Background: an optimization exercise with open tools, aiming at small area and a short achievable clock period. Do not read the settings as production practice.
Only simulation tests tie the RTL to the original design; equivalence was not proved.

== run 1 ==
## FPU
module FPU(clk, A, B, opcode, O, flags);
	input clk;
	input [31:0] A, B;
	input [1:0] opcode;
	output [31:0] O;
	output [6:0] flags;
	wire az = ~|A[30:23];
	wire bz = ~|B[30:23];
	wire [7:0]  ea = {A[30:24], A[23] | az};
	wire [7:0]  eb = {B[30:24], B[23] | bz};
	wire [23:0] ma = {~az, A[22:0]};
	wire [23:0] mb = {~bz, B[22:0]};
	wire sx = A[31];
	wire sy = B[31] ^ opcode[0];
	wire [30:0] cmp_x = B[30:0];
	wire [30:0] cmp_y = ~A[30:0];
	wire [30:0] c_g = cmp_x & cmp_y;
	wire [30:0] c_p = cmp_x ^ cmp_y;
	wire c_G0_m1 = c_g[0] | (c_p[0] & 1'b1);
	wire c_G2_1 = c_g[2] | (c_p[2] & c_g[1]);
	wire c_P2_1 = c_p[2] & c_p[1];
	wire c_G4_3 = c_g[4] | (c_p[4] & c_g[3]);
	wire c_P4_3 = c_p[4] & c_p[3];
	wire c_G6_5 = c_g[6] | (c_p[6] & c_g[5]);
	wire c_P6_5 = c_p[6] & c_p[5];
	wire c_G8_7 = c_g[8] | (c_p[8] & c_g[7]);
	wire c_P8_7 = c_p[8] & c_p[7];
	wire c_G10_9 = c_g[10] | (c_p[10] & c_g[9]);
	wire c_P10_9 = c_p[10] & c_p[9];
	wire c_G12_11 = c_g[12] | (c_p[12] & c_g[11]);
	wire c_P12_11 = c_p[12] & c_p[11];
  ...
Settings: LEC_CHECK=0, ABC_AREA=1, CAP_MARGIN=5, CORE_MARGIN=2, CORE_UTILIZATION=50, SETUP_SLACK_MARGIN=3, SLEW_MARGIN=5, SYNTH_HIERARCHICAL=1, SYNTH_MINIMUM_KEEP_SIZE=0; clock period 21.0 ns.
standard.sh (not shown) runs the stock make flow with config.mk's settings and CLKGATE_MAP_FILE= SYNTH_SCRIPT=/design/flow/synth_recipe.tcl, a recipe that flattens the netlist after the stock synthesis.
==> flow/flow/run.sh <==
#!/bin/bash
# Layout flow: the standard flow (standard.sh: ORFS synthesis to the
# final layout), with the input and output port buffers taken from
# sky130_fd_sc_hd__buf_4 instead of the cell buffer_ports picks by itself.
# ORFS writes each step's log under orfs/logs; make's own output goes to
# standard.log here.
set -euo pipefail
bash standard.sh BUFFER_PORTS_ARGS="-buffer_cell sky130_fd_sc_hd__buf_4" finish > standard.log 2>&1
Here is what was changed in the inputs of run 2 compared with run 1.
Settings: a change of SLEW_MARGIN from 5 to 20; a change of SETUP_SLACK_MARGIN from 3 to 4.5; a change of CAP_MARGIN from 5 to 20.
diff --git a/flow/flow/run.sh b/flow/flow/run.sh
--- a/flow/flow/run.sh
+++ b/flow/flow/run.sh
@@ -4 +4 @@
-# sky130_fd_sc_hd__buf_4 instead of the cell buffer_ports picks by itself.
+# sky130_fd_sc_hd__buf_2 instead of the cell buffer_ports picks by itself.
@@ -8 +8 @@
-bash standard.sh BUFFER_PORTS_ARGS="-buffer_cell sky130_fd_sc_hd__buf_4" finish > standard.log 2>&1
+bash standard.sh BUFFER_PORTS_ARGS="-buffer_cell sky130_fd_sc_hd__buf_2" finish > standard.log 2>&1
Findings:
The period utilization of run 2 is lower than that of run 1.
Post-route cell area for run 2: 7.9% up relative to run 1
From run 1 to run 2 the numbers moved as follows: non-clock buffer total of the final layout saw an increase.
Status: number of clock buffers in the layout parity (run 1, run 2)
Cmp run 1 and run 2 / hold slack / higher: run 2
Edits applied to the flow inputs when going from run 2 to run 3:
Settings: SETUP_SLACK_MARGIN: 4.5 -> 3.
==> flow/run.sh (new file) <==
#!/bin/bash
# synth_recipe.tcl (not shown) runs the flow's synth.tcl, then flattens the netlist and writes it again
# the make line also repeats each setting of config.mk as NAME=value (left out here)
make -C /OpenROAD-flow-scripts/flow DESIGN_CONFIG=/design/flow/config.mk WORK_HOME=/design/flow/orfs CLKGATE_MAP_FILE= SYNTH_SCRIPT=/design/flow/synth_recipe.tcl finish
removed: flow/flow/run.sh
removed: flow/standard.sh
### Flow results
- Taking run 2 as the reference, in run 3 worst path setup slack after routing moved down; maximum level of the CTS H-tree held steady.
- Launching instance or port of the critical path = B[7]: run 3; launching instance or port of the critical path = B[11]: run 2
- Re sum of negative setup slack: no difference whatsoever between run 2 and run 3.
- Run 3 vs run 2, routed wire length went down by about 3%.
- Cmp run 3 vs run 2: clock period minus worst slack higher in run 3
- Sort run 2 and run 3 by post-route core utilization, descending, and run 2 comes first.
- Looking only at via count, and setting everything else aside, the higher value of run 2 and run 3 goes to run 2.

* * *

Setup of run A:
Starting RTL as in the previous note.
Settings: LEC_CHECK=0, ABC_AREA=1, CAP_MARGIN=20, CORE_MARGIN=2, CORE_UTILIZATION=50, SETUP_SLACK_MARGIN=3, SLEW_MARGIN=20, SYNTH_HIERARCHICAL=1, SYNTH_MINIMUM_KEEP_SIZE=0; clock period 21.0 ns.
==> flow/flow/run.sh <==
#!/bin/bash
# Layout flow: the standard flow (standard.sh: ORFS synthesis to the
# final layout) with two changes: synthesis maps with an area-oriented ABC
# script (flow/synth.tcl), and the input and output port buffers are
# sky130_fd_sc_hd__buf_4 instead of the cell buffer_ports picks by itself.
# ORFS writes each step's log under orfs/logs; make's own output goes to
# standard.log here.
set -euo pipefail
here=$(pwd)
bash standard.sh SYNTH_SCRIPT="$here/flow/synth.tcl" BUFFER_PORTS_ARGS="-buffer_cell sky130_fd_sc_hd__buf_4" finish > standard.log 2>&1
==> flow/flow/abc_area_nodelay.script <==
strash
dch
map -a
topo
stime -c
buffer -c
upsize -c
dnsize -c
==> flow/flow/synth.tcl <==
# synth_recipe.tcl (the standard synthesis: ORFS synth.tcl without the
# fsm and share passes, then flatten and rename), with ORFS's ABC area
# script replaced by flow/abc_area_nodelay.script (area-oriented mapping
# without ORFS's delay bound).
set my_dir [file dirname [file normalize [info script]]]
set f [open $::env(SCRIPTS_DIR)/synth.tcl]; set synth_txt [read $f]; close $f
set pre "source \$::env(SCRIPTS_DIR)/synth_preamble.tcl"
set synth_txt [string map [list $pre "$pre\nset abc_args \[lreplace \$abc_args 1 1 [file join $my_dir abc_area_nodelay.script]\]"] $synth_txt]
set f [open [file join $my_dir .. synth_recipe.tcl]]; set my_txt [read $f]; close $f
set my_txt [string map [list "source \$::env(SCRIPTS_DIR)/synth.tcl" "eval \$synth_txt"] $my_txt]
eval $my_txt
Relative to run A, the following input files were edited for run B:
Settings: SETUP_SLACK_MARGIN: 3 -> 4.
==> flow/flow/run.sh <==
#!/bin/bash
# Layout flow: the standard flow (standard.sh: ORFS synthesis to the
# final layout), with the input and output port buffers taken from
# sky130_fd_sc_hd__buf_2 instead of the cell buffer_ports picks by itself.
# ORFS writes each step's log under orfs/logs; make's own output goes to
# standard.log here.
set -euo pipefail
bash standard.sh BUFFER_PORTS_ARGS="-buffer_cell sky130_fd_sc_hd__buf_2" finish > standard.log 2>&1
removed: flow/flow/abc_area_nodelay.script
removed: flow/flow/synth.tcl
## What came out
- Run B against run A: setup slack saw an increase, post-route minimum period -1000 ps, first-iteration DRC count moved up, maximum operating frequency went up.
- Looking at global placement routability congestion across run A and run B, the one that comes out higher is run B.
- Changes observed in run B relative to run A: post-detailed-routing wire length increased 6300 um; final standard cell area without fillers saw an increase.
- Higher xor/xnor share of the synthesized area was reported by run A, not run B.
- As far as H-tree depth goes, run A and run B are indistinguishable; the numbers are identical.
- | row count | lower: run A |
- Run B went all the way through the flow, and no timing, DRC or antenna check failed.
- Run A reports its launch point of the worst path as B[1] while run B reports B[7].
The following lists how run C was set up differently from run B:
Settings: swapping 4 for 2 in SETUP_SLACK_MARGIN.
Findings:
Compared with run B, in run C core utilization of the finished layout down 2.3 points, detailed route wirelength on metal2 saw a decrease, logic depth of the worst setup path including buffers increased by 6 relative to the old numbers, setup slack went down.
Going from run B to run C, the share of final layout cell area taken by non-clock buffers was found to have gone down by 1.8 points.
diff inputs: run C => run D
Settings: SETUP_SLACK_MARGIN changed from 2 to 3; CORE_UTILIZATION changed from 50 to 65.
diff --git a/flow/flow/run.sh b/flow/flow/run.sh
--- a/flow/flow/run.sh
+++ b/flow/flow/run.sh
@@ -4 +4 @@
-# sky130_fd_sc_hd__buf_2 instead of the cell buffer_ports picks by itself.
+# sky130_fd_sc_hd__buf_4 instead of the cell buffer_ports picks by itself.
@@ -8 +8 @@
-bash standard.sh BUFFER_PORTS_ARGS="-buffer_cell sky130_fd_sc_hd__buf_2" finish > standard.log 2>&1
+bash standard.sh BUFFER_PORTS_ARGS="-buffer_cell sky130_fd_sc_hd__buf_4" finish > standard.log 2>&1
[summary]
- Compared with run C, in run D met1 layer usage reported by global route now sits higher, data arrival time at the worst-slack endpoint now sits lower, wire length now sits higher.
- Met3 usage: run D vs run C up 11 points
- Comparing run D and run C, worst hold slack is lower on run D.
- [run D] sum of net half-perimeters after detailed placement fell 1.6% relative to run C
- Compared run D against run C; number of nets at the end of the flow within noise.
- Between run D and run C, routability congestion estimate is lower for run C, run D comes in above that.
- As of run D, via count of the first global-routing pass had risen by a few percent compared to run C.
- Cell area: run D worse than run C
- Looking only at final critical-path required period, and setting everything else aside, the lower value of run D and run C goes to run D.
For run E, these inputs were changed with respect to run D:
Settings: CORE_UTILIZATION: 65 -> 50.
### Flow results
Summary — final clock period utilization by the worst path, run E relative to run D: lower, by 1.3 points.
The adder-cell area share of the yosys netlist on run D is in line with that on run E.
Run E ended up with sky130_fd_sc_hd__inv_2 as its library cell contributing the largest single delay on the critical path; run D ended up with sky130_fd_sc_hd__fa_1.
Per the comparison of run E with run D, non-clock buffer count fell 6, final area rose 150 um^2.
Run D has a higher total global-route track usage than run E.

* * *

Starting RTL as in the previous note.
clock: 21.0 ns
lec_check: 0
abc_area: 1
cap_margin: 20
core_margin: 2
core_utilization: 50
setup_slack_margin: 5
slew_margin: 20
synth_hierarchical: 1
synth_minimum_keep_size: 0
==> flow/flow/run.sh <==
#!/bin/bash
# Layout flow: the standard flow (standard.sh: ORFS synthesis to the
# final layout), with the input and output port buffers taken from
# sky130_fd_sc_hd__buf_4 instead of the cell buffer_ports picks by itself.
# ORFS writes each step's log under orfs/logs; make's own output goes to
# standard.log here.
set -euo pipefail
bash standard.sh BUFFER_PORTS_ARGS="-buffer_cell sky130_fd_sc_hd__buf_4" finish > standard.log 2>&1
Then changed:
--- a/flow/flow/run.sh
+++ b/flow/flow/run.sh
@@ -4 +4 @@
-# sky130_fd_sc_hd__buf_4 instead of the cell buffer_ports picks by itself.
+# sky130_fd_sc_hd__buf_2 instead of the cell buffer_ports picks by itself.
@@ -8 +8 @@
-bash standard.sh BUFFER_PORTS_ARGS="-buffer_cell sky130_fd_sc_hd__buf_4" finish > standard.log 2>&1
+bash standard.sh BUFFER_PORTS_ARGS="-buffer_cell sky130_fd_sc_hd__buf_2" finish > standard.log 2>&1
--- a/flow/config.mk
+++ b/flow/config.mk
@@ -12 +12 @@
-export SETUP_SLACK_MARGIN = 5
+export SETUP_SLACK_MARGIN = 3
Effect:
- global-route usage went down by 2.2 points
- routed wire length went down by 9.4%
- sequential share of layout area stays flat
- clock-buffer cell count is unchanged
- setup slack is worse by 1.5 ns
- final area went down by 15%
- area after synthesis is unchanged
- via count went down by 8.3%
- non-clock buffer count went down by 206

==> separate check: timing with driven ports <==
How much do the figures lean on ideal ports? The routed layouts below were timed once more, with nothing changed but the port constraints. Step 1 (the two cells are an assumption about what drives the block):
set clk [get_ports {clk}]
set_driving_cell -lib_cell sky130_fd_sc_hd__clkbuf_16 $clk
set_driving_cell -lib_cell sky130_fd_sc_hd__buf_2 [delete_from_list [all_inputs] $clk]
Step 2, shift: input delay + t, output delay - t, t = (earliest + latest rising clock arrival at the registers) / 2. This alone moves slack from input paths to output paths. Slacks: ideal ports / drivers / drivers and shift; pairs: ideal ports / drivers.
| run | shift t [ns] | slack for setup (ns) | slew at the worst register clock pin (ns) | worst data-port slew with drivers (ns) | pins driven straight from the clock port |
|---|---|---|---|---|---|
| run 1 | 0.263 | 3.565 / 3.534 / 3.534 | 0.04 / 0.04 | 0.11 | 1 |
| run 2 | 0.263 | 4.749 / 4.722 / 4.722 | 0.04 / 0.04 | 0.22 | 1 |
| run 3 | 0.262 | 3.409 / 3.389 / 3.389 | 0.04 / 0.04 | 0.08 | 1 |
| run A | 0.258 | 3.418 / 3.384 / 3.384 | 0.03 / 0.03 | 0.09 | 1 |
| run B | 0.261 | 4.419 / 4.396 / 4.396 | 0.04 / 0.04 | 0.21 | 1 |
| run C | 0.261 | 2.752 / 2.732 / 2.732 | 0.04 / 0.04 | 0.22 | 1 |
| run D | 0.259 | 3.299 / 3.276 / 3.276 | 0.04 / 0.04 | 0.10 | 1 |
| run E | 0.263 | 3.565 / 3.534 / 3.534 | 0.04 / 0.04 | 0.11 | 1 |
| the first run of note 3 | 0.260 | 4.964 / 4.911 / 4.911 | 0.04 / 0.04 | 0.10 | 1 |
| the second run of note 3 | 0.262 | 3.474 / 3.456 / 3.456 | 0.04 / 0.04 | 0.22 | 1 |
After both steps setup and hold are still met in every run listed. For the first run of note 3, which loses most, drivers alone change the setup slack by -0.053 ns; drivers and shift together by -0.053 ns.
